From an optimization exercise on the open Yosys and OpenROAD flow, aimed at small area; shortcuts taken in it are not production practice. The RTL was checked by simulation tests, not by an equivalence proof against the original design. Power figures rest on the tool's default switching activity, not on a simulated workload.

File: flow/design.v
module CIC (
    input             clk,
    input             proc,     
    input             stst,     
    input             src,      
    input      [8:0]  rd,       
    input             mask,     
    output     [11:0] y         
);
  reg [35:0] W0, W1, W2, W3;
  reg        cy;
  wire [8:0] ad = src ? rd : W0[8:0];
  wire [8:0] bd = mask ? 9'd0 : W1[8:0];
  wire [8:0] diff;
  wire       co;
  rca #(9) sub (.a(ad), .b(~bd), .ci(stst | cy), .s(diff), .co(co));
  always @(posedge clk) begin
    W0 <= {proc ? diff     : W0[8:0], W0[35:9]};
    W1 <= {proc ? W2[8:0]  : W1[8:0], W1[35:9]};
    W2 <= {proc ? W3[8:0]  : W2[8:0], W2[35:9]};
    W3 <= {proc ? ad       : W3[8:0], W3[35:9]};
    cy <= co;
  end
  assign y = W0[35:24];
endmodule
module rca #(parameter W = 12) (
    input  [W-1:0] a,
    input  [W-1:0] b,
    input          ci,
    output [W-1:0] s,
    output         co
);
  wire [W:0] c;
  assign c[0] = ci;
  genvar i;
  generate
    for (i = 0; i < W; i = i + 1) begin : bit_
      assign s[i]   = a[i] ^ b[i] ^ c[i];
      assign c[i+1] = (a[i] & b[i]) | (c[i] & (a[i] ^ b[i]));
    end
  endgenerate
  assign co = c[W];
endmodule
module csa_digit #(parameter W = 12) (
    input  [W-1:0] p,
    input  [W-1:0] q,
    input  [W-1:0] r,
    input          ki,
    input          ci,
    output [W-1:0] s,
    output         ko,
    output         co
);
  wire [W-1:0] x = p ^ q ^ r;
  wire [W-1:0] k = (p & q) | (p & r) | (q & r);
  rca #(W) add (.a(x), .b({k[W-2:0], ki}), .ci(ci), .s(s), .co(co));
  assign ko = k[W-1];
endmodule
module fm_rx (
	input clk,
	input rst,
	input [9:0] adc_data,
	output [11:0] audio,
	output reg audio_valid
);
reg [6:0] cnt;        
reg       started;    
reg [2:0] pc;         
reg       rst_d, rst_dd;
wire first = ~started;
wire c99 = (cnt == 7'd99);
always @(posedge clk) begin
	if (rst) begin
		cnt <= 7'd0;
		started <= 1'b0;
		pc <= 3'd0;
		rst_d <= 1'b1;
		rst_dd <= 1'b1;
	end else begin
		cnt <= c99 ? 7'd0 : cnt + 7'd1;
		started <= started | c99;
		if (c99 && pc != 3'd6) pc <= pc + 3'd1;
		rst_d <= 1'b0;
		rst_dd <= rst_d;
	end
end
wire clr = rst | rst_d | rst_dd;
reg [10:0] a1;
reg [11:0] a2;
reg [9:0]  a3;
wire g0 = first && (cnt == 7'd3);
wire g1 = first && (cnt == 7'd4);
wire g2 = first && (cnt == 7'd5);
wire [11:0] a2_g = {a1, 1'b0} - a2;
wire [11:0] a3_g = a2 - {2'b0, a3};
always @(posedge clk) begin
	if (rst) begin
		a1 <= 11'd0;
		a2 <= 12'd0;
		a3 <= 10'd0;
	end else begin
		a1 <= (first && cnt[6:1] == 6'd0) ? 11'd0 : ({1'b0, adc_data} + (g0 ? a1 : 11'd0));
		a2 <= g1 ? a2_g : {1'b0, a1};
		a3 <= g2 ? a3_g[10:1] : a2[9:0];
	end
end
wire [1:0] p1 = cnt[1:0];
wire [1:0] p2 = cnt[1:0] - 2'd1;
wire [1:0] p3 = cnt[1:0] - 2'd2;
wire m1 = g0;         
wire m2 = g1;         
wire        neg1 = p1[1] & ~m1;
wire [11:0] op1  = m1 ? 12'd0 : ({1'b0, a1} ^ {12{neg1}});
wire        f2   = ~p2[0] & ~g2;                  
wire [12:0] v2   = f2 ? {a2, 1'b0} : {1'b0, a2};
wire        neg2 = ~p2[1] & ~m2;
wire [13:0] op2  = m2 ? 14'd0 : ({1'b0, v2} ^ {14{neg2}});
wire        isl3 = ~p3[0];
wire        neg3 = p3[1] & isl3;
wire [11:0] op3  = isl3 ? ({2'b0, a3} ^ {12{neg3}}) : 12'd0;
reg [32:0] X1, Y1;
reg [33:0] X2, Y2;
reg [35:0] X3, Y3, X4, Y4;
reg [2:0] c1r, c4r;               
reg [2:0] c2r, k2r, c3r, k3r;     
reg [5:0] s1r;  reg s1b, s1c;     
reg [6:0] s2r;  reg s2b, s2c;
reg [2:0] s3r;  reg s3b, s3c;
wire z0 = clr || (cnt == 7'd98) || c99;
wire z1 = clr || c99 || (cnt == 7'd0);
wire z2 = clr || (cnt == 7'd0) || (cnt == 7'd1);
wire z3 = clr || (cnt == 7'd1) || (cnt == 7'd2);
wire [5:0] n1d0; wire [8:0] n1d1, n1d2, n1d3; wire [3:0] n1c;
rca #(6) s1a (.a(Y1[5:0]),   .b(op1[5:0]),               .ci(neg1),   .s(n1d0), .co(n1c[0]));
rca #(9) s1b_(.a(X1[14:6]),  .b({{3{s1r[5]}}, s1r}),     .ci(c1r[0]), .s(n1d1), .co(n1c[1]));
rca #(9) s1c_(.a(Y1[23:15]), .b({9{s1b}}),               .ci(c1r[1]), .s(n1d2), .co(n1c[2]));
rca #(9) s1d (.a(X1[32:24]), .b({9{s1c}}),               .ci(c1r[2]), .s(n1d3), .co(n1c[3]));
wire [6:0] n2d0; wire [8:0] n2d1, n2d2, n2d3; wire [3:0] n2c, n2k;
csa_digit #(7) s2a (.p(Y2[6:0]),   .q({X1[5:0], 1'b0}), .r(op2[6:0]),            .ki(neg2),   .ci(1'b0),   .s(n2d0), .ko(n2k[0]), .co(n2c[0]));
csa_digit #(9) s2b_(.p(X2[15:7]),  .q(Y1[14:6]),        .r({{2{s2r[6]}}, s2r}),  .ki(k2r[0]), .ci(c2r[0]), .s(n2d1), .ko(n2k[1]), .co(n2c[1]));
csa_digit #(9) s2c_(.p(Y2[24:16]), .q(X1[23:15]),       .r({9{s2b}}),            .ki(k2r[1]), .ci(c2r[1]), .s(n2d2), .ko(n2k[2]), .co(n2c[2]));
csa_digit #(9) s2d (.p(X2[33:25]), .q(Y1[32:24]),       .r({9{s2c}}),            .ki(k2r[2]), .ci(c2r[2]), .s(n2d3), .ko(n2k[3]), .co(n2c[3]));
wire [8:0] n3d0, n3d1, n3d2, n3d3; wire [3:0] n3c, n3k;
csa_digit #(9) s3a (.p(Y3[8:0]),   .q({X2[6:0], 2'b00}), .r(op3[8:0]),           .ki(neg3),   .ci(1'b0),   .s(n3d0), .ko(n3k[0]), .co(n3c[0]));
csa_digit #(9) s3b_(.p(X3[17:9]),  .q(Y2[15:7]),         .r({{6{s3r[2]}}, s3r}), .ki(k3r[0]), .ci(c3r[0]), .s(n3d1), .ko(n3k[1]), .co(n3c[1]));
csa_digit #(9) s3c_(.p(Y3[26:18]), .q(X2[24:16]),        .r({9{s3b}}),           .ki(k3r[1]), .ci(c3r[1]), .s(n3d2), .ko(n3k[2]), .co(n3c[2]));
csa_digit #(9) s3d (.p(X3[35:27]), .q(Y2[33:25]),        .r({9{s3c}}),           .ki(k3r[2]), .ci(c3r[2]), .s(n3d3), .ko(n3k[3]), .co(n3c[3]));
wire [8:0] n4d0, n4d1, n4d2, n4d3; wire [3:0] n4c;
rca #(9) s4a (.a(z0 ? 9'd0 : Y4[8:0]),   .b(X3[8:0]),   .ci(1'b0),   .s(n4d0), .co(n4c[0]));
rca #(9) s4b (.a(z1 ? 9'd0 : X4[17:9]),  .b(Y3[17:9]),  .ci(c4r[0]), .s(n4d1), .co(n4c[1]));
rca #(9) s4c (.a(z2 ? 9'd0 : Y4[26:18]), .b(X3[26:18]), .ci(c4r[1]), .s(n4d2), .co(n4c[2]));
rca #(9) s4d (.a(z3 ? 9'd0 : X4[35:27]), .b(Y3[35:27]), .ci(c4r[2]), .s(n4d3), .co(n4c[3]));
always @(posedge clk) begin
	if (clr) begin
		X1[5:0] <= 6'd0;  Y1[14:6] <= 9'd0;  X1[23:15] <= 9'd0;  Y1[32:24] <= 9'd0;
		X2[6:0] <= 7'd0;  Y2[15:7] <= 9'd0;  X2[24:16] <= 9'd0;  Y2[33:25] <= 9'd0;
		X3[8:0] <= 9'd0;  Y3[17:9] <= 9'd0;  X3[26:18] <= 9'd0;  Y3[35:27] <= 9'd0;
		c1r <= 3'd0; c2r <= 3'd0; k2r <= 3'd0; c3r <= 3'd0; k3r <= 3'd0; c4r <= 3'd0;
		s1r <= 6'd0; s1b <= 1'b0; s1c <= 1'b0;
		s2r <= 7'd0; s2b <= 1'b0; s2c <= 1'b0;
		s3r <= 3'd0; s3b <= 1'b0; s3c <= 1'b0;
	end else begin
		X1[5:0] <= n1d0;  Y1[14:6] <= n1d1;  X1[23:15] <= n1d2;  Y1[32:24] <= n1d3;
		X2[6:0] <= n2d0;  Y2[15:7] <= n2d1;  X2[24:16] <= n2d2;  Y2[33:25] <= n2d3;
		X3[8:0] <= n3d0;  Y3[17:9] <= n3d1;  X3[26:18] <= n3d2;  Y3[35:27] <= n3d3;
		c1r <= n1c[2:0];
		c2r <= n2c[2:0];  k2r <= n2k[2:0];
		c3r <= n3c[2:0];  k3r <= n3k[2:0];
		c4r <= n4c[2:0];
		s1r <= op1[11:6];  s1b <= s1r[5];  s1c <= s1b;
		s2r <= op2[13:7];  s2b <= s2r[6];  s2c <= s2b;
		s3r <= op3[11:9];  s3b <= s3r[2];  s3c <= s3b;
	end
	X4[8:0] <= n4d0;  Y4[17:9] <= n4d1;  X4[26:18] <= n4d2;  Y4[35:27] <= n4d3;
	Y1[5:0] <= X1[5:0];  X1[14:6] <= Y1[14:6];  Y1[23:15] <= X1[23:15];  X1[32:24] <= Y1[32:24];
	Y2[6:0] <= X2[6:0];  X2[15:7] <= Y2[15:7];  Y2[24:16] <= X2[24:16];  X2[33:25] <= Y2[33:25];
	Y3[8:0] <= X3[8:0];  X3[17:9] <= Y3[17:9];  Y3[26:18] <= X3[26:18];  X3[35:27] <= Y3[35:27];
	Y4[8:0] <= X4[8:0];  X4[17:9] <= Y4[17:9];  Y4[26:18] <= X4[26:18];  X4[35:27] <= Y4[35:27];
end
wire proc = (cnt >= 7'd98) || (cnt <= 7'd9);
wire stst = (cnt == 7'd98) || (cnt == 7'd2) || (cnt == 7'd6);
wire src  = (cnt >= 7'd98) || (cnt <= 7'd1);
wire [1:0] dsel = cnt[1:0];    
wire [8:0] rdI = (dsel == 2'd2) ? X4[8:0] : (dsel == 2'd3) ? Y4[17:9] : (dsel == 2'd0) ? X4[26:18] : Y4[35:27];
wire [8:0] rdQ = (dsel == 2'd2) ? Y4[8:0] : (dsel == 2'd3) ? X4[17:9] : (dsel == 2'd0) ? Y4[26:18] : X4[35:27];
wire cmask = (pc == 3'd0) || (pc == 3'd1 && cnt < 7'd50);
wire [11:0] Id, Qd;
CIC comb_I (.clk(clk), .proc(proc), .stst(stst), .src(src), .rd(rdI), .mask(cmask), .y(Id));
CIC comb_Q (.clk(clk), .proc(proc), .stst(stst), .src(src), .rd(rdQ), .mask(cmask), .y(Qd));
reg signed [11:0] Ip, Qp;
reg signed [14:0] R;
reg e10, e11;
wire mstep = (cnt[1:0] == 2'd2) && (cnt >= 7'd10) && (cnt <= 7'd54);
wire last = (cnt == 7'd54);
wire signed [12:0] ppa = (Ip[0] ? {Qd[11], Qd} : 13'sd0) - (Qp[0] ? {Id[11], Id} : 13'sd0);
wire signed [14:0] pp = last ? -{{2{ppa[12]}}, ppa} : {{2{ppa[12]}}, ppa};
wire signed [14:0] rsum = ((cnt == 7'd10) ? 15'sd0 : R) + pp;
always @(posedge clk) begin
	if (mstep) begin
		R <= rsum >>> 1;
		if (cnt == 7'd50) e10 <= rsum[0];
		if (last) e11 <= rsum[0];
	end
end
always @(posedge clk) begin
	if (rst) begin
		Ip <= 12'sd0;
		Qp <= 12'sd0;
	end else if (mstep) begin
		Ip <= {Ip[0], Ip[11:1]};
		Qp <= {Qp[0], Qp[11:1]};
	end else if (started && cnt == 7'd58) begin
		Ip <= Id;
		Qp <= Qd;
	end
end
reg [11:0] F0, F1, F2, F3, F4, F5;
always @(posedge clk) begin
	if (cnt == 7'd1) begin
		F0 <= {R[9:0], e11, e10};
		F1 <= F0; F2 <= F1; F3 <= F2; F4 <= F3; F5 <= F4;
	end
end
always @(posedge clk) begin
	if (rst)
		audio_valid <= 1'b0;
	else
		audio_valid <= started && (cnt == 7'd1);
end
assign audio = (pc == 3'd6) ? F5 : 12'd0;
endmodule
File: flow/run.sh
#!/bin/bash
# synth_recipe.tcl (not shown) runs the flow's synth.tcl, then flattens the netlist and writes it again
# the make line also repeats each setting of config.mk as NAME=value (left out here)
make -C /OpenROAD-flow-scripts/flow DESIGN_CONFIG=/design/flow/config.mk WORK_HOME=/design/flow/orfs CLKGATE_MAP_FILE= SYNTH_SCRIPT=/design/flow/synth_recipe.tcl finish
File: flow/config.mk
export PLATFORM = sky130hd
export DESIGN_NAME = fm_rx
export DESIGN_NICKNAME = fm_rx
export VERILOG_FILES = /design/flow/design.v
export SDC_FILE = /design/flow/constraint.sdc
export NUM_CORES = 4
export LEC_CHECK = 0
export CAP_MARGIN = 20
export CORE_MARGIN = 2
export CORE_UTILIZATION = 40
export CTS_BUF_LIST = sky130_fd_sc_hd__clkbuf_4
export SLEW_MARGIN = 20
export SYNTH_MEMORY_MAX_BITS = 16384
File: flow/constraint.sdc
create_clock -name core_clock -period 7.0 [get_ports {clk}]
set_input_delay 1.4000 -clock core_clock [delete_from_list [all_inputs] [get_ports {clk}]]
set_output_delay 1.4000 -clock core_clock [all_outputs]
set_load 0.01 [all_outputs]
==> run notes, run 1 <==
run status finished clean; Die Ht 273 µm; share of cells above drive strength 1 12.5%; WL final 56200 µm; antenna-violating nets left 0; relative slew slack 37.4%; XOR/XNOR Fraction of Synth Area 3.00%; Top FF cell, synth dfxtp_1; FP Rows 98; portion of netlist area occupied by mux cells 1.56%; total CTS buffers 188; largest family of logic cells by synthesized area adder cells; most frequent CP cell fa_1; most common cell after layout, fill and taps aside dfxtp_1; worst slew pin tran 929 ps; TritonRoute pass-1 iters 5; post-CTS sizing 0; hold slack 291 ps; Starting DRT DRC Count 737; Initial Util 40.4%; Layout area overhead 12.9%; Worst Path Max Fanout 10; top cells by area, synth dfxtp_1, fa_1, edfxtp_1; Post-Synth Simple-Gate Area 12.6%; synthesized area 28900 µm²; Lkg Pwr 14.4 nW; Die W 273 µm; FF+latch count, synth 766; layout net count 2907; Yosys cell types 70; slowest CP cell dfxtp_1; Clock Sinks 766; Power per Cell Area 282 nW/µm²; startpoint types flip-flop; HP Class reg2reg; Longest Clk Path Bufs 3; maximum clock rate 164 MHz; most frequent cells in the layout dfxtp_1, clkbuf_4, nand2_1, fa_1, nor2_1; CP endpoint kind flip-flop; routability congestion estimate 0.848; post-synthesis compound-gate area fraction 5.56%; Synth Area in Adders 18.2%; Yosys top cell area share 46.9%; initial antenna violation count 2; syn nets 2761; Post-route DRC 0; DR vias/cell 4.61; Post-Route Utilization 45.6%; CP Class reg2reg; first-pass GRT wire length 94400 µm; Ports 25; later-pin clock latency in the skew report 980 ps; Syn Inst Count 2459; GRT Residual Overflow 0; Post-synth EDFFs 88; final non-filler cell total 3699; DIE AREA 74500 µm²; largest net degree at the start of global routing 85; Required @ worst endpoint 7870 ps; Tmin final 6090 ps; Final Hold Violating Endpoints 0; port buffer count 24; vias in the first global route 18200; Overall Global Routing Usage 15.9%; Via Count 17000; RSZ-0062 raised after global routing false; Clock transition at path regs 70 ps; Total Neg Setup Slack 0 ps; Critical Path Max Stage Delay 520 ps; final setup fails 0; Reg area 16200 µm²; Placed Cells 3365; # H-tree levels 4; Final Power 9.22 mW; Seq/Total Area, Yosys 56.0%; multi-input logic area 11900 µm²; Syn Area/Cell 11.8 µm²; arrival time at the worst endpoint 6960 ps; clk_skew 55.4 ps; Final Cycle Share 87.0%; Async SR Flop Fraction 0%; Layout fillers 6625; CTS root buf clkbuf_4; crit-path cells inv_1, nor3_1, nor3b_1, a21oi_1, nor2_1, nor2_1, fa_1, fa_1, fa_1, fa_1, fa_1, inv_1, fa_1, inv_1, fa_1, fa_1, inv_1, fa_1, nand2_1, nand2_1; Core Region 71600 µm²; Post-CTS Hold Buffers 0; MaxCap Viol Count 0; wire length per cell 15.2 µm; area leader, netlist dfxtp_1; synth warn 2; Final HPWL DP 38600 µm; max-slew violation count 0; post-CTS setup buffer count 0; VDD IR max 0.134 mV; CTS tree done
through the flow:
step                area, µm²  setup WS (ps)
finish                  32700            912
global route            32700            619
CTS                     32700            968
detailed placement      30200           1000
global placement        30200           1110
floorplan               28900            648
where the power goes:
group | internal, mW | switching [mW]
Sequential | 4.84 | 0.170
Combinational | 0.180 | 0.287
Clock | 2.00 | 1.75
logic make-up after synthesis:
logic type,Yosys count
flops,766
simple gates,762
fa+ha+maj,290
compound gates,261
buf+inv,236
xor+xnor,99
mux,45
state kept, by name (all words and copies together) (netlist names), 34 cells and up:
register	cells
comb_I.W2	36
comb_Q.W1	36
comb_Q.W3	36
X2	34
comb_Q.W2	36
comb_I.W1	36
comb_Q.W0	36
comb_I.W3	36
comb_I.W0	36
X3	36
Y3	36
X4	36
Y4	36
Y2	34
cell usage after synthesis (all sizes together), types with 6 or more instances:
cell    instances
nand3          18
a31oi           7
o21ai          57
nor2          187
ha             70
and3           40
nor2b          11
edfxtp         88
xor2           33
inv           150
a21oi         105
or3             9
clkbuf         78
nor3           28
a21o           14
nand2         272
nand2b          8
xnor2          66
fa            220
a211oi         28
dfxtp         678
and2          161
buf             8
o21a            6
o211ai         11
mux2i          45
critical path, delay by kind of cell (launching register included):
kind / cells / cell delay [ps]
buffers and inverters: 4 / 450
adders and majority gates: 9 / 3790
AOI/OAI and AO/OA: 1 / 60
DFF: 1 / 520
and+or+nand+nor: 6 / 1150
metal layers:
metal | track usage, % | wire (µm)
met5 | 0 | 0
met4 | 6.21 | 1310
met2 | 25.2 | 26400
met3 | 4.48 | 2730
met1 | 20.7 | 25800
area by class of cell:
cell class	instances	share of cell area, %
Antenna cell	1	0.00766
Clock buffer	276	6.34
Clock inverter	57	1.24
Inverter	150	1.72
Multi-Input combinational cell	1457	36.3
Sequential cell	766	49.6
Tap cell	950	3.64
Timing Repair Buffer	42	1.13
path summary, 6_finish.rpt:
kind,slack [ps],to,from,cells after the start
min reg2reg,290,comb_Q.W3[11],comb_Q.W3[20],0
min,290,comb_Q.W3[11],comb_Q.W3[20],0
max,910,comb_I.W0[35],cnt[1],20
max reg2reg,910,comb_I.W0[35],cnt[1],20
==> inputs of run 2 (changes only) <==
--- a/flow/config.mk
+++ b/flow/config.mk
@@ -10,3 +10,2 @@
 export CORE_UTILIZATION = 40
-export CTS_BUF_LIST = sky130_fd_sc_hd__clkbuf_4
 export SLEW_MARGIN = 20
==> run notes, run 2 <==
run status finished clean; Post-synth EDFFs 88 (unchanged); slowest CP cell dfxtp_1; arrival time at the worst endpoint 6610 ps (-350 ps); Post-route DRC 0 (unchanged); worst slew pin tran 919 ps (-10.5 ps); TritonRoute pass-1 iters 5 (unchanged); vias in the first global route 17200 (-5.5%); antenna-violating nets left 0 (unchanged); largest family of logic cells by synthesized area adder cells; Seq/Total Area, Yosys 56.0% (unchanged); Final Power 9.55 mW (+3.6%); first-pass GRT wire length 92300 µm (-2.2%); synthesized area 28900 µm² (unchanged); FP Rows 98 (unchanged); Yosys cell types 70 (unchanged); Overall Global Routing Usage 15.5% (-0.43 points); Synth Area in Adders 18.2% (unchanged); later-pin clock latency in the skew report 620 ps (-360 ps); Tmin final 6100 ps (+13.6 ps); Core Region 71600 µm² (unchanged); VDD IR max 0.150 mV (+12%); most common cell after layout, fill and taps aside dfxtp_1; portion of netlist area occupied by mux cells 1.56% (unchanged); # H-tree levels 3 (-1); Initial Util 40.4% (unchanged); routability congestion estimate 0.848 (unchanged); Final Cycle Share 87.2% (+0.19 points); Yosys top cell area share 46.9% (unchanged); met3 WL 2280 µm (-16%); Post-Synth Simple-Gate Area 12.6% (unchanged); Total Neg Setup Slack 0 ps (unchanged); top cells by area, synth dfxtp_1, fa_1, edfxtp_1; Async SR Flop Fraction 0% (unchanged); Starting DRT DRC Count 932 (+26%); most frequent cells in the layout dfxtp_1, nand2_1, fa_1, nor2_1, and2_1; WL final 55300 µm (-1.7%); startpoint types flip-flop; syn nets 2761 (unchanged); relative slew slack 37.9% (+0.49 points); synth warn 2 (unchanged); wire length per cell 15.8 µm (+3.7%); area leader, netlist dfxtp_1; Final Hold Violating Endpoints 0 (unchanged); maximum clock rate 164 MHz (-0.22%); MaxCap Viol Count 0 (unchanged); Ports 25 (unchanged); fin area 32800 µm² (+0.24%); hold slack 313 ps (+22.1 ps); hold path depth 0 (unchanged); post-CTS setup buffer count 0 (unchanged); most numerous cell in the Yosys netlist dfxtp_1; Crit path buffers/inverters 4 (unchanged); largest net degree at the start of global routing 85 (unchanged); Top Metal Used met4; GRT Residual Overflow 0 (unchanged); share of cells above drive strength 1 6.45% (-6.1 points); Clock Sinks 766 (unchanged); total CTS buffers 78 (-59%); Longest Clk Path Bufs 3 (unchanged); RSZ-0062 raised after global routing false; Post-Route Utilization 45.7% (+0.11 points); WL met2 25600 µm (-2.8%); CTS root buf clkbuf_16; Post-CTS Hold Buffers 0 (unchanged); Reg2Reg Depth 20 (unchanged); Worst Path Max Fanout 10 (unchanged); most frequent CP cell fa_1; Placed Area 30200 µm² (unchanged); Layout area overhead 13.2%; post-synthesis compound-gate area fraction 5.56% (unchanged); Lkg Pwr 14.2 nW (-1.3%); Via Count 16300 (-4.3%); final setup fails 0 (unchanged); crit-path cells inv_1, nor3_1, nor3b_1, a21oi_1, nor2_1, nor2_1, fa_1, fa_1, fa_1, fa_1, fa_1, inv_1, fa_1, inv_1, fa_1, fa_1, inv_1, fa_1, nand2_1, nand2_1; max-slew violation count 0 (unchanged); Required @ worst endpoint 7510 ps (-360 ps); Power per Cell Area 292 nW/µm² (+3.4%); HP Class reg2reg; Die Ht 273 µm (unchanged); DR vias/cell 4.65 (+0.89%); Commonest cells post-synth dfxtp_1, nand2_1, fa_1; post-CTS sizing 0 (unchanged); Clock transition at path regs 60 ps (about the same); Critical Path Max Stage Delay 520 ps (about the same); XOR/XNOR Fraction of Synth Area 3.00% (unchanged); Met1 Wirelength 25900 µm (+0.23%); CP top delay family adder cells; clk_skew 21.1 ps (-34.3 ps); Syn Area/Cell 11.8 µm² (unchanged); Die W 273 µm (unchanged); CP Class reg2reg; port buffer count 24 (unchanged); layout net count 2797 (-3.8%); initial antenna violation count 1 (-1); WP depth 20 (unchanged); Top FF cell, synth dfxtp_1; FF+latch count, synth 766 (unchanged); Syn Inst Count 2459 (unchanged); CTS tree done; DIE AREA 74500 µm² (unchanged); Final HPWL DP 38600 µm (unchanged); CP endpoint kind flip-flop
## run 2: cell count changes in the layout (fill, tap and decap cells not counted), moves of 3 or more
cell,before,now
clkbuf_8,0,12
clkinv_8,0,3
clkinv_1,33,0
clkinv_2,8,12
clkbuf_1,0,19
clkbuf_16,0,80
clkbuf_4,276,0
## run 2: per-stage QoR
stage                     setup WS (ps)  cells
after floorplan                     648   2459
after global placement             1110   3365
after detailed placement           1000   3365
after CTS                           961   3507
after global routing                605   3507
final                               898   3508
## run 2: kinds of logic (layout without fill, tap and decap cells)
family                   after synthesis  in the layout
XOR/XNOR                              99             99
flip-flops                           766            766
adder cells (fa/ha/maj)              290            290
buffers and inverters                236            334
multiplexers                          45             45
other                                  0              1
AND/OR/NAND/NOR                      762            762
AO/OA/AOI/OAI                        261            261
## run 2: path summary, 6_finish.rpt
check / startpoint / end / slack [ps]
max: cnt[1] / comb_I.W0[35] / 900
min: comb_Q.W3[14] / comb_Q.W3[5] / 310
max reg2reg: cnt[1] / comb_I.W0[35] / 900
min reg2reg: comb_Q.W3[14] / comb_Q.W3[5] / 310
## run 2: final cells by class
type / instances / area (µm²)
antenna: 1 / 2.50
clock buffer: 111 / 2240
clock inverter: 31 / 315
fill: 6496 / 38900
inverter: 150 / 563
multi-input combinational: 1457 / 11900
sequential: 766 / 16200
tap: 950 / 1190
timing repair buffer: 42 / 370
## run 2: where the power goes
group | switching, mW | total (mW) | leakage [nW] | internal, mW
clock network | 1.71 | 4.07 | 1.26 | 2.36
registers | 0.172 | 5.01 | 6.37 | 4.84
logic | 0.288 | 0.469 | 6.57 | 0.180
total | 2.17 | 9.55 | 14.2 | 7.38
## run 2: per-layer routing
layer	vias to the layer above	GRT usage, %
li1	8030	-
met2	295	24.8
met4	0	5.82
met1	7884	21.2
met3	90	2.53
met5	-	0
==> inputs of run 3 (changes only) <==
--- a/flow/design.v
+++ b/flow/design.v
@@ -93,4 +93,8 @@
 wire g2 = first && (cnt == 7'd5);
-wire [11:0] a2_g = {a1, 1'b0} - a2;
-wire [11:0] a3_g = a2 - {2'b0, a3};
+wire [10:0] a1_n;
+wire [11:0] a2_g, a3_g;
+wire        a1_c, a2_c, a3_c;
+rca #(11) add_a1 (.a({1'b0, adc_data}), .b(g0 ? a1 : 11'd0), .ci(1'b0), .s(a1_n), .co(a1_c));
+rca #(12) sub_a2 (.a({a1, 1'b0}), .b(~a2), .ci(1'b1), .s(a2_g), .co(a2_c));
+rca #(12) sub_a3 (.a(a2), .b(~{2'b0, a3}), .ci(1'b1), .s(a3_g), .co(a3_c));
 always @(posedge clk) begin
@@ -101,3 +105,3 @@
 	end else begin
-		a1 <= (first && cnt[6:1] == 6'd0) ? 11'd0 : ({1'b0, adc_data} + (g0 ? a1 : 11'd0));
+		a1 <= (first && cnt[6:1] == 6'd0) ? 11'd0 : a1_n;
 		a2 <= g1 ? a2_g : {1'b0, a1};
@@ -217,7 +221,12 @@
 reg [11:0] F0, F1, F2, F3, F4, F5;
-always @(posedge clk) begin
-	if (cnt == 7'd1) begin
-		F0 <= {R[9:0], e11, e10};
-		F1 <= F0; F2 <= F1; F3 <= F2; F4 <= F3; F5 <= F4;
-	end
+wire [11:0] Xn = {R[9:0], e11, e10};
+wire fsh = (cnt >= 7'd98) || (cnt <= 7'd1);
+wire [2:0] xd = (dsel == 2'd2) ? Xn[2:0] : (dsel == 2'd3) ? Xn[5:3] : (dsel == 2'd0) ? Xn[8:6] : Xn[11:9];
+always @(posedge clk) begin
+	F0 <= {fsh ? xd      : F0[2:0], F0[11:3]};
+	F1 <= {fsh ? F0[2:0] : F1[2:0], F1[11:3]};
+	F2 <= {fsh ? F1[2:0] : F2[2:0], F2[11:3]};
+	F3 <= {fsh ? F2[2:0] : F3[2:0], F3[11:3]};
+	F4 <= {fsh ? F3[2:0] : F4[2:0], F4[11:3]};
+	F5 <= {fsh ? F4[2:0] : F5[2:0], F5[11:3]};
 end
--- a/flow/config.mk
+++ b/flow/config.mk
@@ -10,2 +10,5 @@
 export CORE_UTILIZATION = 40
+export CTS_BUF_LIST = sky130_fd_sc_hd__clkbuf_16
+export CTS_CLUSTER_DIAMETER = 150
+export CTS_CLUSTER_SIZE = 30
 export SLEW_MARGIN = 20
==> run notes, run 3 <==
Internal Power 5.94 mW (-20%); largest net degree at the start of global routing 74 (-13%); share of cells above drive strength 1 3.74% (-2.7 points); Clock Sinks 766 (unchanged); most frequent CP cell fa_1; Yosys top cell area share 53.9% (+7.0 points); Via Count 14900 (-8.4%); initial antenna violation count 0 (-1); Sw Share 23.0% (+0.21 points); syn nets 2641 (-4.3%); Yosys cell types 58 (-17%); startpoint types flip-flop; wire length per cell 15.2 µm (-3.4%); clk_skew 17.1 ps (-3.99 ps); DR vias/cell 4.59 (-1.3%); antenna-violating nets left 0 (unchanged); CP endpoint kind flip-flop; Post-Route Utilization 43.4% (-2.3 points); Clock transition at path regs 120 ps (+60 ps); Power per Cell Area 258 nW/µm² (-12%); portion of netlist area occupied by mux cells 2.62% (+1.1 points); Seq/Total Area, Yosys 55.6% (-0.43 points); area leader, netlist dfxtp_1; # H-tree levels 1 (-2); Worst Setup SP cnt[4]; Post-route DRC 0 (unchanged); HP Start F0[11]; VDD IR max 0.201 mV (+34%); arrival time at the worst endpoint 6740 ps (+130 ps); n_diodes 0 (-1); Die Ht 268 µm (-1.8%); Total Neg Setup Slack 0 ps (unchanged); FF+latch count, synth 766 (unchanged); Required @ worst endpoint 7500 ps (about the same); Seq pwr share 67.5% (+15 points); post-synthesis compound-gate area fraction 4.37% (-1.2 points); DIE AREA 71800 µm² (-3.7%); Lkg Pwr 12.8 nW (-9.9%); Post-synth EDFFs 16 (-82%); Commonest cells post-synth dfxtp_1, fa_1, nand2_1; Syn Inst Count 2342 (-4.8%); Initial Util 40.5% (+0.073 points); later-pin clock latency in the skew report 610 ps (about the same); Clock power frac 26.2% (-16 points); layout net count 2622 (-6.3%); port buffer count 24 (unchanged); HP Class reg2reg; Overall Global Routing Usage 14.5% (-1.1 points); synth warn 2 (unchanged); post-CTS sizing 0 (unchanged); final non-filler cell total 3257 (-7.2%); first-pass GRT wire length 83900 µm (-9.1%); Worst Path Max Fanout 55 (+45); maximum clock rate 160 MHz (-2.2%); Syn Area/Cell 11.9 µm² (+1.1%); Final HPWL DP 36100 µm (-6.3%); Tmin final 6240 ps (+135 ps); TritonRoute pass-1 iters 5 (unchanged); Final Cycle Share 89.1% (+1.9 points); CTS root buf clkbuf_16; largest family of logic cells by synthesized area adder cells; WL final 49600 µm (-10%); Synth Area in Adders 19.5% (+1.2 points); CTS tree done; Layout area overhead 7.22%; Final Power 7.71 mW (-19%); Final Hold Violating Endpoints 0 (unchanged); worst slew pin tran 1040 ps (+125 ps); most numerous cell in the Yosys netlist dfxtp_1; slowest CP cell buf_4; logic gate share of total power 6.4% (+1.5 points); most frequent cells in the layout dfxtp_1, fa_1, nand2_1, nor2_1, and2_1; Ports 25 (unchanged); Async SR Flop Fraction 0% (unchanged); hold slack 320 ps (+7.58 ps); Post-Synth Simple-Gate Area 11.9% (-0.61 points); GRT Residual Overflow 0 (unchanged); Longest Clk Path Bufs 3 (unchanged); Critical Path Max Stage Delay 520 ps (about the same); most common cell after layout, fill and taps aside dfxtp_1; relative slew slack 30.0% (-7.9 points); final setup fails 0 (unchanged); total CTS buffers 29 (-63%); vias in the first global route 15700 (-8.3%); routability congestion estimate 0.859 (+1.3%); Top FF cell, synth dfxtp_1; Core Region 68800 µm² (-3.9%); max-slew violation count 0 (unchanged); Starting DRT DRC Count 817 (-12%); MaxCap Viol Count 0 (unchanged); CP top delay family adder cells; Post-CTS Hold Buffers 0 (unchanged); run status finished clean; Reg2Reg Launch Point cnt[4]; CP Class reg2reg; crit-path cells nor3_2, nor3b_1, a221o_2, buf_4, o21ai_0, fa_1, fa_1, fa_1, fa_1, inv_1, fa_1, inv_1, fa_1, fa_1, inv_1, fa_1, nand2_1, nand2_1; synthesized area 27900 µm² (-3.7%); Die W 268 µm (-1.8%); Placed Cells 3223 (-4.2%); top cells by area, synth dfxtp_1, fa_1, and2_1; Crit path buffers/inverters 4 (unchanged); XOR/XNOR Fraction of Synth Area 2.88% (-0.11 points); post-CTS setup buffer count 0 (unchanged); RSZ-0062 raised after global routing false; FP Rows 96 (-2.0%); Net Sw Power 1.77 mW (-19%)
[run 3: path summary, 6_finish.rpt]
path | end | slack (ps) | depth (start not counted)
worst min-delay path | F0[8] | 320 | 0
worst min register to register | F0[8] | 320 | 0
worst max register to register | comb_I.W0[35] | 760 | 18
worst max-delay path | comb_I.W0[35] | 760 | 18
[run 3: layer usage]
metal / share of wire [%] / track usage (%)
met3: 2.9 / 1.53
met5: 0 / 0
met2: 46 / 23.3
met4: 2.0 / 3.02
met1: 49 / 21.1
[run 3: cell families after synthesis]
kind of cell | Yosys count
buffers and inverters | 227
and+or+nand+nor | 707
adders and majority gates | 287
DFF | 766
muxes | 71
xor gates and xnor gates | 90
AOI/OAI and AO/OA | 194
[run 3: power by group through the flow]
stage | clock [mW] | sequential [mW] | combinational (mW)
global route | 2.25 | 5.27 | 0.572
floorplan | 0 | 5.19 | 0.382
detailed placement | 0 | 5.30 | 0.498
CTS | 2.10 | 5.21 | 0.501
global placement | 0 | 5.29 | 0.480
finish | 2.02 | 5.20 | 0.491
[run 3: area by class of cell]
| type | count | area [µm²] |
|---|---|---|
| Fill cell | 6354 | 38900 |
| Sequential cell | 766 | 15500 |
| Multi-Input combinational cell | 1349 | 11600 |
| Tap cell | 931 | 1160 |
| Clock buffer | 29 | 726 |
| Inverter | 135 | 507 |
| Timing Repair Buffer | 42 | 390 |
| Clock inverter | 5 | 36.3 |
[run 3: metrics by stage]
step | instance area [µm²] | worst slack, ps
global route | 29900 | 364
CTS | 29900 | 769
floorplan | 27900 | 723
global placement | 29100 | 911
finish | 29900 | 763
detailed placement | 29100 | 828
==> inputs of run 4 (changes only) <==
--- a/flow/config.mk
+++ b/flow/config.mk
@@ -10,5 +10,2 @@
 export CORE_UTILIZATION = 40
-export CTS_BUF_LIST = sky130_fd_sc_hd__clkbuf_16
-export CTS_CLUSTER_DIAMETER = 150
-export CTS_CLUSTER_SIZE = 30
 export SLEW_MARGIN = 20
==> run notes, run 4 <==
fin area 31700 µm² (+6.0%); syn nets 2641 (unchanged); Net Sw Power 2.26 mW (+28%); GR peak layer met2; # H-tree levels 3 (+2); CP Class reg2reg; Layout area overhead 13.6%; wire length per cell 15.3 µm (+0.81%); FF+latch count, synth 766 (unchanged); WL final 51500 µm (+4.0%); Yosys cell types 58 (unchanged); Lkg Pwr 13.6 nW (+6.7%); CP endpoint kind flip-flop; maximum clock rate 159 MHz (-0.57%); final setup fails 0 (unchanged); crit-path cells nor3_2, nor3b_1, a221o_2, buf_4, o21ai_0, fa_1, fa_1, fa_1, fa_1, inv_1, fa_1, inv_1, fa_1, fa_1, inv_1, fa_1, nand2_1, nand2_1; share of cells above drive strength 1 7.21% (+3.5 points); largest family of logic cells by synthesized area adder cells; GRT Residual Overflow 0 (unchanged); Yosys top cell area share 53.9% (unchanged); HP Class reg2reg; worst slew pin tran 1020 ps (-26.3 ps); Tmin final 6270 ps (+35.6 ps); XOR/XNOR Fraction of Synth Area 2.88% (unchanged); synth warn 2 (unchanged); Post-route DRC 0 (unchanged); Post-Route Utilization 46.0% (+2.6 points); DIE AREA 71800 µm² (unchanged); Post-CTS Hold Buffers 0 (unchanged); most common cell after layout, fill and taps aside dfxtp_1; post-CTS sizing 0 (unchanged); met2 Use GR 23.8% (+0.46 points); first-pass GRT wire length 87000 µm (+3.7%); most frequent CP cell fa_1; Synth Area in Adders 19.5% (unchanged); portion of netlist area occupied by mux cells 2.62% (unchanged); n_diodes 0 (unchanged); Worst Path Max Fanout 55 (unchanged); max-slew violation count 0 (unchanged); met1 usage 21.3% (+0.21 points); Async SR Flop Fraction 0% (unchanged); Core Region 68800 µm² (unchanged); antenna-violating nets left 0 (unchanged); clk_skew 30.4 ps (+13.3 ps); DR vias/cell 4.58 (-0.23%); most numerous cell in the Yosys netlist dfxtp_1; Internal Power 7.52 mW (+27%); arrival time at the worst endpoint 6780 ps (+40 ps); Required @ worst endpoint 7510 ps (about the same); Seq/Total Area, Yosys 55.6% (unchanged); area leader, netlist dfxtp_1; startpoint types flip-flop; Final HPWL DP 36100 µm (unchanged); Overall Global Routing Usage 15.2% (+0.78 points); Die Ht 268 µm (unchanged); CTS root buf clkbuf_16; most frequent cells in the layout dfxtp_1, fa_1, nand2_1, nor2_1, and2_1; Seq pwr share 53.3% (-14 points); CTS tree done; Final Cycle Share 89.6% (+0.51 points); layout net count 2669 (+1.8%); Sw Share 23.1% (+0.14 points); Post-synth EDFFs 16 (unchanged); later-pin clock latency in the skew report 640 ps (+30 ps); Clock transition at path regs 60 ps (-60 ps); Initial Util 40.5% (unchanged); run status finished clean; initial antenna violation count 0 (unchanged); Longest Clk Path Bufs 3 (unchanged); Ports 25 (unchanged); Clock Sinks 766 (unchanged); GR Layer Usage met3 2.98% (+1.4 points); Post-Synth Simple-Gate Area 11.9% (unchanged); Die W 268 µm (unchanged); largest net degree at the start of global routing 74 (unchanged); Power per Cell Area 309 nW/µm² (+20%); total CTS buffers 76 (+160%); Commonest cells post-synth dfxtp_1, fa_1, nand2_1; FP Rows 96 (unchanged); Placed Area 29100 µm² (unchanged); Total Neg Setup Slack 0 ps (unchanged); Clock power frac 41.7% (+16 points); Critical Path Max Stage Delay 510 ps (about the same); port buffer count 24 (unchanged); Top FF cell, synth dfxtp_1; Starting DRT DRC Count 857 (+4.9%); top cells by area, synth dfxtp_1, fa_1, and2_1; Layout fillers 6190 (-2.6%); relative slew slack 31.7% (+1.8 points); slowest CP cell nor3b_1; Syn Inst Count 2342 (unchanged); TritonRoute pass-1 iters 5 (unchanged); post-CTS setup buffer count 0 (unchanged); Final Hold Violating Endpoints 0 (unchanged); post-synthesis compound-gate area fraction 4.37% (unchanged); RSZ-0062 raised after global routing false; Syn Area/Cell 11.9 µm² (unchanged); synthesized area 27900 µm² (unchanged); hold slack 318 ps (-2.55 ps); routability congestion estimate 0.859 (unchanged); MaxCap Viol Count 0 (unchanged); vias in the first global route 16300 (+3.7%); Via Count 15400 (+2.9%); VDD IR max 0.185 mV (-8.1%); logic gate share of total power 5.0% (-1.4 points)
run 4: stage by stage:
stage          worst slack [ps]  instances  power [mW]
3_5_place_dp                828       3223        5.80
4_1_cts                     749       3359        9.91
3_3_place_gp                911       3222        5.77
6_report                    727       3359        9.77
5_1_grt                     358       3359        10.2
2_1_floorplan               723       2342        5.58
run 4: final timing paths:
check                start            end  cells past startpoint  slack, ps
max                 cnt[4]  comb_I.W0[35]                     18        730
max reg2reg         cnt[4]  comb_I.W0[35]                     18        730
min reg2reg  comb_I.W3[16]   comb_I.W3[7]                      0        320
min          comb_I.W3[16]   comb_I.W3[7]                      0        320
run 4: kinds of logic (layout without fill, tap and decap cells):
kind of cell | count (synthesis) | count (layout)
flip-flops | 766 | 766
AO/OA/AOI/OAI | 194 | 194
adder cells (fa/ha/maj) | 287 | 287
multiplexers | 71 | 71
XOR/XNOR | 90 | 90
buffers and inverters | 227 | 313
AND/OR/NAND/NOR | 707 | 707
run 4: power groups by stage:
stage / sequential, mW / clock, mW / combinational [mW]
after floorplan: 5.19 / 0 / 0.382
after global placement: 5.29 / 0 / 0.480
after detailed placement: 5.30 / 0 / 0.498
after CTS: 5.22 / 4.18 / 0.502
after global routing: 5.27 / 4.36 / 0.573
final: 5.21 / 4.07 / 0.492
run 4: layout make-up:
cell class | count | area (µm²) | area share, %
timing repair buffer | 42 | 390 | 1.23
inverter | 135 | 507 | 1.60
multi-input combinational | 1349 | 11600 | 36.5
sequential | 766 | 15500 | 48.9
clock inverter | 31 | 405 | 1.28
tap | 931 | 1160 | 3.68
clock buffer | 105 | 2140 | 6.76
run 4: routing by layer:
layer,routed length [µm],up-vias
met2,23300,259
li1,-,7480
met5,0,-
met1,24700,7519
met3,2010,110
met4,1460,0
run 4: worst max-delay path: cells and delay by family (launching register included):
family	cells	cell delay [ps]
simple gates	4	1090
fa+ha+maj	8	3330
flops	1	420
compound gates	2	530
buf+inv	4	750
==> inputs of run 5 (changes only) <==
--- a/flow/design.v
+++ b/flow/design.v
@@ -100,11 +100,5 @@
 always @(posedge clk) begin
-	if (rst) begin
-		a1 <= 11'd0;
-		a2 <= 12'd0;
-		a3 <= 10'd0;
-	end else begin
-		a1 <= (first && cnt[6:1] == 6'd0) ? 11'd0 : a1_n;
-		a2 <= g1 ? a2_g : {1'b0, a1};
-		a3 <= g2 ? a3_g[10:1] : a2[9:0];
-	end
+	a1 <= (rst || (first && cnt[6:1] == 6'd0)) ? 11'd0 : a1_n;
+	a2 <= g1 ? a2_g : {1'b0, a1};
+	a3 <= g2 ? a3_g[10:1] : a2[9:0];
 end
@@ -194,3 +188,3 @@
 reg signed [11:0] Ip, Qp;
-reg signed [14:0] R;
+reg [14:0] R;
 reg e10, e11;
@@ -198,8 +192,8 @@
 wire last = (cnt == 7'd54);
-wire signed [12:0] ppa = (Ip[0] ? {Qd[11], Qd} : 13'sd0) - (Qp[0] ? {Id[11], Id} : 13'sd0);
-wire signed [14:0] pp = last ? -{{2{ppa[12]}}, ppa} : {{2{ppa[12]}}, ppa};
-wire signed [14:0] rsum = ((cnt == 7'd10) ? 15'sd0 : R) + pp;
+wire [14:0] u = {{3{Qd[11]}}, Qd} & {15{Ip[0]}};
+wire [14:0] v = {{3{Id[11]}}, Id} & {15{Qp[0]}};
+wire [14:0] rsum = ((cnt == 7'd10) ? 15'd0 : R) + (u ^ {15{last}}) + (v ^ {15{~last}}) + 15'd1;
 always @(posedge clk) begin
 	if (mstep) begin
-		R <= rsum >>> 1;
+		R <= {rsum[14], rsum[14:1]};
 		if (cnt == 7'd50) e10 <= rsum[0];
--- a/flow/config.mk
+++ b/flow/config.mk
@@ -10,2 +10,5 @@
 export CORE_UTILIZATION = 40
+export CTS_BUF_LIST = sky130_fd_sc_hd__clkbuf_16
+export CTS_CLUSTER_DIAMETER = 130
+export CTS_CLUSTER_SIZE = 28
 export SLEW_MARGIN = 20
==> run notes, run 5 <==
post-CTS setup buffer count 0 (unchanged); clk_skew 44.5 ps (+14.1 ps); CP Class reg2reg; DIE AREA 71300 µm² (-0.70%); Ports 25 (unchanged); Tmin final 6280 ps (+8.86 ps); Post-CTS Hold Buffers 0 (unchanged); VDD IR max 0.191 mV (+3.5%); Final HPWL DP 34000 µm (-5.9%); Async SR Flop Fraction 0% (unchanged); max-slew violation count 0 (unchanged); share of cells above drive strength 1 4.53% (-2.7 points); Placed Cells 3145 (-2.4%); area leader, netlist dfxtp_1; top cells by area, synth dfxtp_1, fa_1, and2_1; Seq/Total Area, Yosys 56.0% (+0.43 points); Final Power 7.84 mW (-20%); RSZ-0062 raised after global routing false; HP Class reg2reg; DR vias/cell 4.50 (-1.6%); routability congestion estimate 0.837 (-2.5%); most frequent CP cell fa_1; Top FF cell, synth dfxtp_1; Final Hold Violating Endpoints 0 (unchanged); relative slew slack 35.3% (+3.6 points); CTS tree done; Final Cycle Share 89.7% (+0.13 points); final non-filler cell total 3183 (-5.2%); Lkg Pwr 12.5 nW (-8.6%); Post-route DRC 0 (unchanged); Yosys top cell area share 54.2% (+0.31 points); CTS root buf clkbuf_16; largest net degree at the start of global routing 108 (+46%); Worst Path Max Fanout 53 (-3.6%); total CTS buffers 31 (-59%); GR Layer Usage met3 1.84% (-1.1 points); run status finished clean; synthesized area 27700 µm² (-0.71%); GRT Residual Overflow 0 (unchanged); Commonest cells post-synth dfxtp_1, nand2_1, fa_1; syn nets 2555 (-3.3%); met1 usage 20.1% (-1.2 points); Overall Global Routing Usage 14.0% (-1.2 points); post-CTS sizing 0 (unchanged); later-pin clock latency in the skew report 630 ps (about the same); WL final 47200 µm (-8.4%); Die Ht 267 µm (-0.35%); Syn Inst Count 2256 (-3.7%); hold slack 315 ps (-2.94 ps); most frequent cells in the layout dfxtp_1, nand2_1, fa_1, and2_1, inv_1; Critical Path Max Stage Delay 590 ps (+80 ps); wire length per cell 14.8 µm (-3.3%); FF+latch count, synth 766 (unchanged); Post-synth EDFFs 17 (+1); Layout area overhead 7.18%; MaxCap Viol Count 0 (unchanged); Initial Util 40.3% (-0.15 points); most numerous cell in the Yosys netlist dfxtp_1; FP Rows 96 (unchanged); CP top delay family adder cells; final setup fails 0 (unchanged); Crit path buffers/inverters 5 (+1); Starting DRT DRC Count 754 (-12%); Core Region 68600 µm² (-0.35%); CP endpoint kind flip-flop; antenna-violating nets left 0 (unchanged); GR peak layer met2; met2 Use GR 22.2% (-1.6 points); Post-Route Utilization 43.2% (-2.8 points); layout net count 2546 (-4.6%); # H-tree levels 1 (-2); slowest CP cell buf_4; most common cell after layout, fill and taps aside dfxtp_1; Via Count 14300 (-6.8%); synth warn 2 (unchanged); maximum clock rate 159 MHz (-0.14%); worst slew pin tran 970 ps (-47.8 ps); crit-path cells inv_1, ha_1, o21ba_2, o32ai_4, buf_4, nand2_1, o21ai_0, fa_1, fa_1, fa_1, inv_1, fa_1, fa_1, inv_1, fa_1, inv_1, fa_1, fa_1, fa_1, nand2_1, nand2_1; initial antenna violation count 1 (+1); vias in the first global route 15200 (-6.7%); first-pass GRT wire length 80000 µm (-8.0%); startpoint types flip-flop; Power per Cell Area 264 nW/µm² (-14%); Die W 267 µm (-0.35%); arrival time at the worst endpoint 6840 ps (+60 ps); Clock Sinks 766 (unchanged); Longest Clk Path Bufs 3 (unchanged); port buffer count 24 (unchanged); TritonRoute pass-1 iters 5 (unchanged); Yosys cell types 60 (+3.4%); Required @ worst endpoint 7550 ps (+40 ps); Clock transition at path regs 110 ps (+50 ps); Syn Area/Cell 12.3 µm² (+3.1%); Total Neg Setup Slack 0 ps (unchanged)
-- run 5: cell count changes in the layout (fill, tap and decap cells not counted), sizes merged, moves of 12 or more --
cell,before,now
clkbuf,105,31
nor2,195,125
a211oi,47,2
nand2,241,279
o21ai,34,61
a22oi,0,24
clkinv,21,0
and3,33,16
a21oi,74,60
fa,245,257
ha,42,30
-- run 5: metal layers --
layer  vias to the layer above  wire, µm
li1                       7004         -
met1                      7049     22800
met2                       196     21400
met3                        77      1570
met4                         0      1370
met5                         -         0
-- run 5: where the power goes --
group / leakage (nW) / switching [mW] / total, mW / internal (mW)
clock network: 0.411 / 1.26 / 2.07 / 0.805
registers: 6.31 / 0.246 / 5.23 / 4.98
logic: 5.75 / 0.299 / 0.547 / 0.249
total: 12.5 / 1.81 / 7.84 / 6.03
-- run 5: metrics by stage --
stage / area [µm²] / worst slack, ps
after floorplan: 27700 / 1090
after global placement: 28800 / 626
after detailed placement: 28800 / 558
after CTS: 29700 / 695
after global routing: 29700 / 223
final: 29700 / 718
-- run 5: final timing paths --
| kind | from | endpoint | slack, ps | cells past startpoint |
|---|---|---|---|---|
| max reg2reg | cnt[1] | comb_Q.W0[35] | 720 | 21 |
| max | cnt[1] | comb_Q.W0[35] | 720 | 21 |
| min reg2reg | comb_I.W1[27] | comb_I.W1[18] | 310 | 0 |
| min | comb_I.W1[27] | comb_I.W1[18] | 310 | 0 |
-- run 5: cell families (layout without fill, tap and decap cells) --
group	after synthesis	after routing	synth area share, %
fa+ha+maj	287	287	20.0
mux	76	76	2.85
compound gates	186	186	4.25
xor+xnor	92	92	2.91
buf+inv	221	216	3.33
simple gates	628	628	10.7
flops	766	766	56.0
other cells	0	1	0
-- run 5: cell type report --
type | instances | area, µm²
Fill cell | 6291 | 38900
Tap cell | 931 | 1160
Clock inverter | 6 | 38.8
Multi-Input combinational cell | 1269 | 11300
Inverter | 134 | 503
Antenna cell | 1 | 2.50
Sequential cell | 766 | 15500
Timing Repair Buffer | 45 | 398
Clock buffer | 31 | 776
-- run 5: worst register-to-register path: cells and delay by family, from the launching register on --
kind / cells / cell delay (ps)
buffers and inverters: 5 / 1050
adders and majority gates: 10 / 3530
DFF: 1 / 450
AOI/OAI and AO/OA: 3 / 910
and+or+nand+nor: 3 / 290
==> inputs of run 6 (changes only) <==
--- a/flow/config.mk
+++ b/flow/config.mk
@@ -9,3 +9,3 @@
 export CORE_MARGIN = 2
-export CORE_UTILIZATION = 40
+export CORE_UTILIZATION = 55
 export CTS_BUF_LIST = sky130_fd_sc_hd__clkbuf_16
==> run notes, run 6 <==
clk_skew 22.6 ps (-21.9 ps); Top FF cell, synth dfxtp_1; Crit path buffers/inverters 5 (unchanged); later-pin clock latency in the skew report 640 ps (about the same); crit-path cells inv_1, ha_1, buf_4, nand2b_1, a2bb2oi_1, nor3_1, nor2_1, fa_1, fa_1, fa_1, fa_1, fa_1, inv_1, fa_1, inv_1, fa_1, fa_1, inv_1, fa_1, nand2_1, nand2_1; logic gate share of total power 7.1% (about the same); DIE AREA 52100 µm² (-27%); WHS Endpoint comb_I.W1[18]; run status finished clean; Post-route DRC 0 (unchanged); Layout fillers 4200 (-33%); WL final 47800 µm (+1.3%); hold path depth 0 (unchanged); Net Sw Power 1.83 mW (+1.5%); Longest Clk Path Bufs 3 (unchanged); slowest CP cell fa_1; most frequent cells in the layout dfxtp_1, nand2_1, fa_1, and2_1, inv_1; TritonRoute pass-1 iters 5 (unchanged); Required @ worst endpoint 7530 ps (-20 ps); largest net degree at the start of global routing 73 (-32%); CP Class reg2reg; Seq/Total Area, Yosys 56.0% (unchanged); layout net count 2550 (+0.16%); Clock Sinks 766 (unchanged); CP endpoint kind flip-flop; area leader, netlist dfxtp_1; Clock power frac 26.5% (about the same); Initial Util 55.5% (+15 points); VDD IR max 0.161 mV (-16%); first-pass GRT wire length 80300 µm (+0.37%); post-CTS setup buffer count 0 (unchanged); Power per Cell Area 268 nW/µm² (+1.4%); antenna-violating nets left 0 (unchanged); R2R Setup Slk 750 ps (+30 ps); DR vias/cell 4.89 (+8.7%); Via Count 14300 (-0.014%); top cells by area, synth dfxtp_1, fa_1, and2_1; Total Neg Setup Slack 0 ps (unchanged); most common cell after layout, fill and taps aside dfxtp_1; CTS root buf clkbuf_16; vias in the first global route 14700 (-3.4%); worst slew pin tran 891 ps (-78.3 ps); RSZ-0062 raised after global routing false; fin area 29400 µm² (-0.95%); worst reg2reg endpoint comb_I.W0[35]; Sw Share 23.3% (+0.25 points); maximum clock rate 160 MHz (+0.44%); Placed Area 28500 µm² (-1.0%); share of cells above drive strength 1 4.74% (+0.21 points); startpoint types flip-flop; CP top delay family adder cells; FP Rows 82 (-15%); Syn Area/Cell 12.3 µm² (unchanged); Post-CTS Hold Buffers 0 (unchanged); Internal Power 6.04 mW (+0.13%); Die W 228 µm (-14%); Seq pwr share 66.4% (-0.3 points); synthesized area 27700 µm² (unchanged); HP Class reg2reg; Final HPWL DP 34200 µm (+0.42%); Async SR Flop Fraction 0% (unchanged); Worst Path Max Fanout 12 (-77%); Final Hold Violating Endpoints 0 (unchanged); Core Region 49900 µm² (-27%); Clock transition at path regs 110 ps (about the same); Reg2Reg Depth 21 (unchanged); Yosys top cell area share 54.2% (unchanged); Commonest cells post-synth dfxtp_1, nand2_1, fa_1; most frequent CP cell fa_1; most numerous cell in the Yosys netlist dfxtp_1; Syn Inst Count 2256 (unchanged); total CTS buffers 31 (unchanged); GRT Residual Overflow 0 (unchanged); synth warn 2 (unchanged); Placed Cells 2890 (-8.1%); post-CTS sizing 0 (unchanged); final non-filler cell total 2929 (-8.0%); routability congestion estimate 0.815 (-2.7%); final setup fails 0 (unchanged); Yosys cell types 60 (unchanged); Final Cycle Share 89.3% (-0.39 points); relative slew slack 40.1% (+4.8 points); MaxCap Viol Count 0 (unchanged); Tmin final 6250 ps (-27.5 ps); hold slack 327 ps (+11.6 ps); Starting DRT DRC Count 779 (+3.3%); FF+latch count, synth 766 (unchanged); Lkg Pwr 12.5 nW (+0.31%); Reg2Reg Launch Point cnt[0]; port buffer count 24 (unchanged); Post-synth EDFFs 17 (unchanged); Ports 25 (unchanged); HP Start comb_I.W1[27]; Layout area overhead 6.17%; n_diodes 0 (-1); Die Ht 228 µm (-14%); arrival time at the worst endpoint 6780 ps (-60 ps); syn nets 2555 (unchanged); CTS tree done; initial antenna violation count 0 (-1); wire length per cell 16.3 µm (+10%); max-slew violation count 0 (unchanged); Overall Global Routing Usage 19.3% (+5.2 points); # H-tree levels 1 (unchanged); Critical Path Max Stage Delay 490 ps (-100 ps); Final Power 7.88 mW (+0.46%)
-- run 6: cell type report --
class | instances | area, µm² | area share, %
multi-input combinational | 1269 | 11300 | 38.4
timing repair buffer | 49 | 428 | 1.46
sequential | 766 | 15500 | 52.8
clock inverter | 8 | 51.3 | 0.175
tap | 672 | 841 | 2.86
inverter | 134 | 503 | 1.71
clock buffer | 31 | 776 | 2.64
-- run 6: cell families (layout without fill, tap and decap cells) --
family	after synthesis	in the layout	share of synthesized area (%)
DFF	766	766	56.0
and+or+nand+nor	628	628	10.7
adders and majority gates	287	287	20.0
buffers and inverters	221	222	3.33
AOI/OAI and AO/OA	186	186	4.25
xor gates and xnor gates	92	92	2.91
muxes	76	76	2.85
-- run 6: routing by layer --
| metal | vias up | share of wire, % | routed length [µm] | global-route usage [%] |
|---|---|---|---|---|
| met1 | 7083 | 48 | 22800 | 27.9 |
| met5 | - | 0 | 0 | 0 |
| met3 | 60 | 2.9 | 1400 | 2.17 |
| li1 | 7014 | - | - | - |
| met2 | 167 | 47 | 22700 | 31.7 |
| met4 | 0 | 2.0 | 954 | 3.88 |
-- run 6: worst max path at each step --
stage          depth (start not counted)  slack (ps)  startpoint             to
5_1_grt                               21         360      cnt[0]  comb_I.W0[35]
6_report                              21         750      cnt[0]  comb_I.W0[35]
4_1_cts                               21         710      cnt[0]  comb_I.W0[35]
2_1_floorplan                         22        1090      cnt[0]          X3[8]
3_3_place_gp                          17         620         rst         c4r[0]
3_5_place_dp                          17         530         rst         c4r[0]
-- run 6: power groups by stage --
stage | combinational (mW) | clock, mW | sequential (mW)
2_1_floorplan | 0.442 | 0 | 5.22
3_3_place_gp | 0.548 | 0 | 5.32
3_5_place_dp | 0.565 | 0 | 5.33
4_1_cts | 0.569 | 2.16 | 5.25
5_1_grt | 0.646 | 2.32 | 5.30
6_report | 0.555 | 2.09 | 5.23
-- run 6: stage by stage --
step,utilization [%],worst slack (ps)
finish,58.9,746
global route,58.9,360
CTS,58.9,711
detailed placement,57.2,533
global placement,57.2,617
floorplan,-,1090
==> inputs of run 7 (changes only) <==
--- a/flow/config.mk
+++ b/flow/config.mk
@@ -9,6 +9,6 @@
 export CORE_MARGIN = 2
-export CORE_UTILIZATION = 55
+export CORE_UTILIZATION = 40
 export CTS_BUF_LIST = sky130_fd_sc_hd__clkbuf_16
-export CTS_CLUSTER_DIAMETER = 130
-export CTS_CLUSTER_SIZE = 28
+export CTS_CLUSTER_DIAMETER = 100
+export CTS_CLUSTER_SIZE = 22
 export SLEW_MARGIN = 20
==> run notes, run 7 <==
antenna-violating nets left 0 (unchanged); Final Cycle Share 89.5% (+0.14 points); GRT Residual Overflow 0 (unchanged); Seq/Total Area, Yosys 56.0% (unchanged); most numerous cell in the Yosys netlist dfxtp_1; multi-input logic area 11300 µm² (about the same); share of cells above drive strength 1 5.03% (+0.29 points); relative slew slack 35.7% (-4.4 points); Die Ht 267 µm (+17%); synthesized area 27700 µm² (unchanged); most frequent CP cell fa_1; Crit path buffers/inverters 5 (unchanged); area leader, netlist dfxtp_1; synth warn 2 (unchanged); Worst Path Max Fanout 53 (+41); VDD IR max 0.180 mV (+12%); worst slew pin tran 964 ps (+72.4 ps); Reg area 15500 µm² (unchanged); top cells by area, synth dfxtp_1, fa_1, and2_1; final setup fails 0 (unchanged); largest net degree at the start of global routing 108 (+48%); clk_skew 16.5 ps (-6.15 ps); largest family of logic cells by synthesized area adder cells; Ports 25 (unchanged); Post-route DRC 0 (unchanged); routability congestion estimate 0.837 (+2.7%); post-CTS setup buffer count 0 (unchanged); portion of netlist area occupied by mux cells 2.85% (unchanged); run status finished clean; total CTS buffers 41 (+32%); CP Class reg2reg; Top FF cell, synth dfxtp_1; Starting DRT DRC Count 733 (-5.9%); Async SR Flop Fraction 0% (unchanged); Synth Area in Adders 20.0% (unchanged); CTS tree done; Longest Clk Path Bufs 3 (unchanged); Layout area overhead 8.29%; Total Neg Setup Slack 0 ps (unchanged); Syn Inst Count 2256 (unchanged); # H-tree levels 2 (+1); Post-Synth Simple-Gate Area 10.7% (unchanged); Layout fillers 6261 (+49%); first-pass GRT wire length 80500 µm (+0.28%); layout net count 2556 (+0.24%); initial antenna violation count 1 (+1); Lkg Pwr 12.6 nW (+0.94%); HP Class reg2reg; most common cell after layout, fill and taps aside dfxtp_1; Syn Area/Cell 12.3 µm² (unchanged); hold slack 320 ps (-6.91 ps); slowest CP cell buf_4; Post-CTS Hold Buffers 0 (unchanged); CTS root buf clkbuf_16; Post-synth EDFFs 17 (unchanged); Power per Cell Area 274 nW/µm² (+2.3%); Via Count 14400 (+0.48%); Die W 267 µm (+17%); Core Region 68600 µm² (+38%); Clock Sinks 766 (unchanged); CP endpoint kind flip-flop; wire length per cell 14.9 µm (-8.5%); Clock transition at path regs 90 ps (-20 ps); Final HPWL DP 34000 µm (-0.42%); arrival time at the worst endpoint 6800 ps (+20 ps); port buffer count 24 (unchanged); Yosys cell types 60 (unchanged); FP Rows 96 (+17%); Initial Util 40.3% (-15 points); later-pin clock latency in the skew report 590 ps (-50 ps); DR vias/cell 4.50 (-7.9%); post-CTS sizing 0 (unchanged); Required @ worst endpoint 7540 ps (about the same); vias in the first global route 15400 (+4.5%); Yosys top cell area share 54.2% (unchanged); Tmin final 6260 ps (+9.83 ps); startpoint types flip-flop; TritonRoute pass-1 iters 5 (unchanged); crit-path cells inv_1, ha_1, o21ba_2, o32ai_4, buf_4, nand2_1, o21ai_0, fa_1, fa_1, fa_1, inv_1, fa_1, fa_1, inv_1, fa_1, inv_1, fa_1, fa_1, fa_1, nand2_1, nand2_1; MaxCap Viol Count 0 (unchanged); maximum clock rate 160 MHz (-0.16%); Commonest cells post-synth dfxtp_1, nand2_1, fa_1; most frequent cells in the layout dfxtp_1, nand2_1, fa_1, and2_1, inv_1; syn nets 2555 (unchanged); post-synthesis compound-gate area fraction 4.25% (unchanged); Overall Global Routing Usage 14.2% (-5.0 points); FF+latch count, synth 766 (unchanged); WL final 47700 µm (-0.16%); XOR/XNOR Fraction of Synth Area 2.91% (unchanged); DIE AREA 71300 µm² (+37%); Final Hold Violating Endpoints 0 (unchanged); max-slew violation count 0 (unchanged); RSZ-0062 raised after global routing false; Critical Path Max Stage Delay 600 ps (+110 ps); CP top delay family adder cells
==> run 7: changes by cell type in the layout (fill, tap and decap cells not counted), sizes merged <==
cell,change
inv,-3
clkbuf,+11
diode,+1
buf,-4
clkinv,+4
==> run 7: layer usage <==
layer	track usage [%]	vias to the layer above	wire [µm]
li1	-	7032	-
met1	20.1	7071	22900
met2	22.2	199	21500
met3	2.14	91	1690
met4	5.09	0	1560
met5	0	-	0
==> run 7: layout make-up <==
type | count | area share [%]
flip-flops and latches | 766 | 51.7
inverters | 134 | 1.68
well taps | 931 | 3.89
clock inverters | 9 | 0.238
clock buffers | 42 | 3.51
multi-input cells | 1269 | 37.6
diodes | 1 | 0.00835
repair buffers | 45 | 1.33
==> run 7: metrics by stage <==
step	setup WS (ps)	area [µm²]	instances	util (%)	power, mW
final	736	30000	3197	43.7	8.22
after global routing	283	30000	3196	43.7	8.62
after CTS	744	30000	3196	43.7	8.33
after detailed placement	558	28800	3145	42.0	5.89
after global placement	626	28800	3145	42.0	5.85
after floorplan	1090	27700	2256	-	5.66
==> run 7: path summary, 6_finish.rpt <==
| path | startpoint | depth (start not counted) | to | slack, ps |
|---|---|---|---|---|
| worst max-delay path | cnt[1] | 21 | comb_Q.W0[35] | 740 |
| worst min-delay path | comb_Q.W1[35] | 0 | comb_Q.W1[26] | 320 |
| worst max register to register | cnt[1] | 21 | comb_Q.W0[35] | 740 |
| worst min register to register | comb_Q.W1[35] | 0 | comb_Q.W1[26] | 320 |
==> run 7: cells by family (layout without fill, tap and decap cells) <==
kind of cell,count (synthesis),after routing
AND/OR/NAND/NOR,628,628
other,0,1
flip-flops,766,766
adder cells (fa/ha/maj),287,287
multiplexers,76,76
XOR/XNOR,92,92
buffers and inverters,221,230
AO/OA/AOI/OAI,186,186
==> run 7: where the power goes <==
group | leakage (nW) | switching (mW) | internal (mW)
Sequential | 6.31 | 0.246 | 4.98
Clock | 0.566 | 1.35 | 1.09
Combinational | 5.75 | 0.298 | 0.249

==> re-timing with driven ports <==
The flow's constraints put no driver on any port. The routed layouts listed below were extracted and timed again, unchanged, in two steps.
Step 1, drivers: a clkbuf_16 drives clk and a buf_2 each remaining input, both assumed.
Step 2 moves the port delays by t, midway between the first and last clock arrival at a register: inputs arrive t later, outputs are due t later. That takes back most of the time a late clock gives input paths.
Three values: ideal ports, drivers, drivers and shift; two values: the first two.
run	t (ns)	setup slack, ns	worst setup path at the end
run 1	1.021	0.912 / 0.912 / 0.912	register to register
run 2	0.666	0.898 / 0.898 / 0.898	register to register
run 3	0.667	0.763 / 0.763 / 0.763	register to register
run 4	0.688	0.727 / 0.727 / 0.727	register to register
run 5	0.669	0.718 / 0.718 / 0.540	input to register
run 6	0.689	0.746 / 0.746 / 0.531	input to register
run 7	0.637	0.736 / 0.736 / 0.520	input to register
After both steps setup and hold are still met in every run listed. For run 7, which loses most, drivers alone change the setup slack by 0.000 ns; drivers and shift together by -0.216 ns.
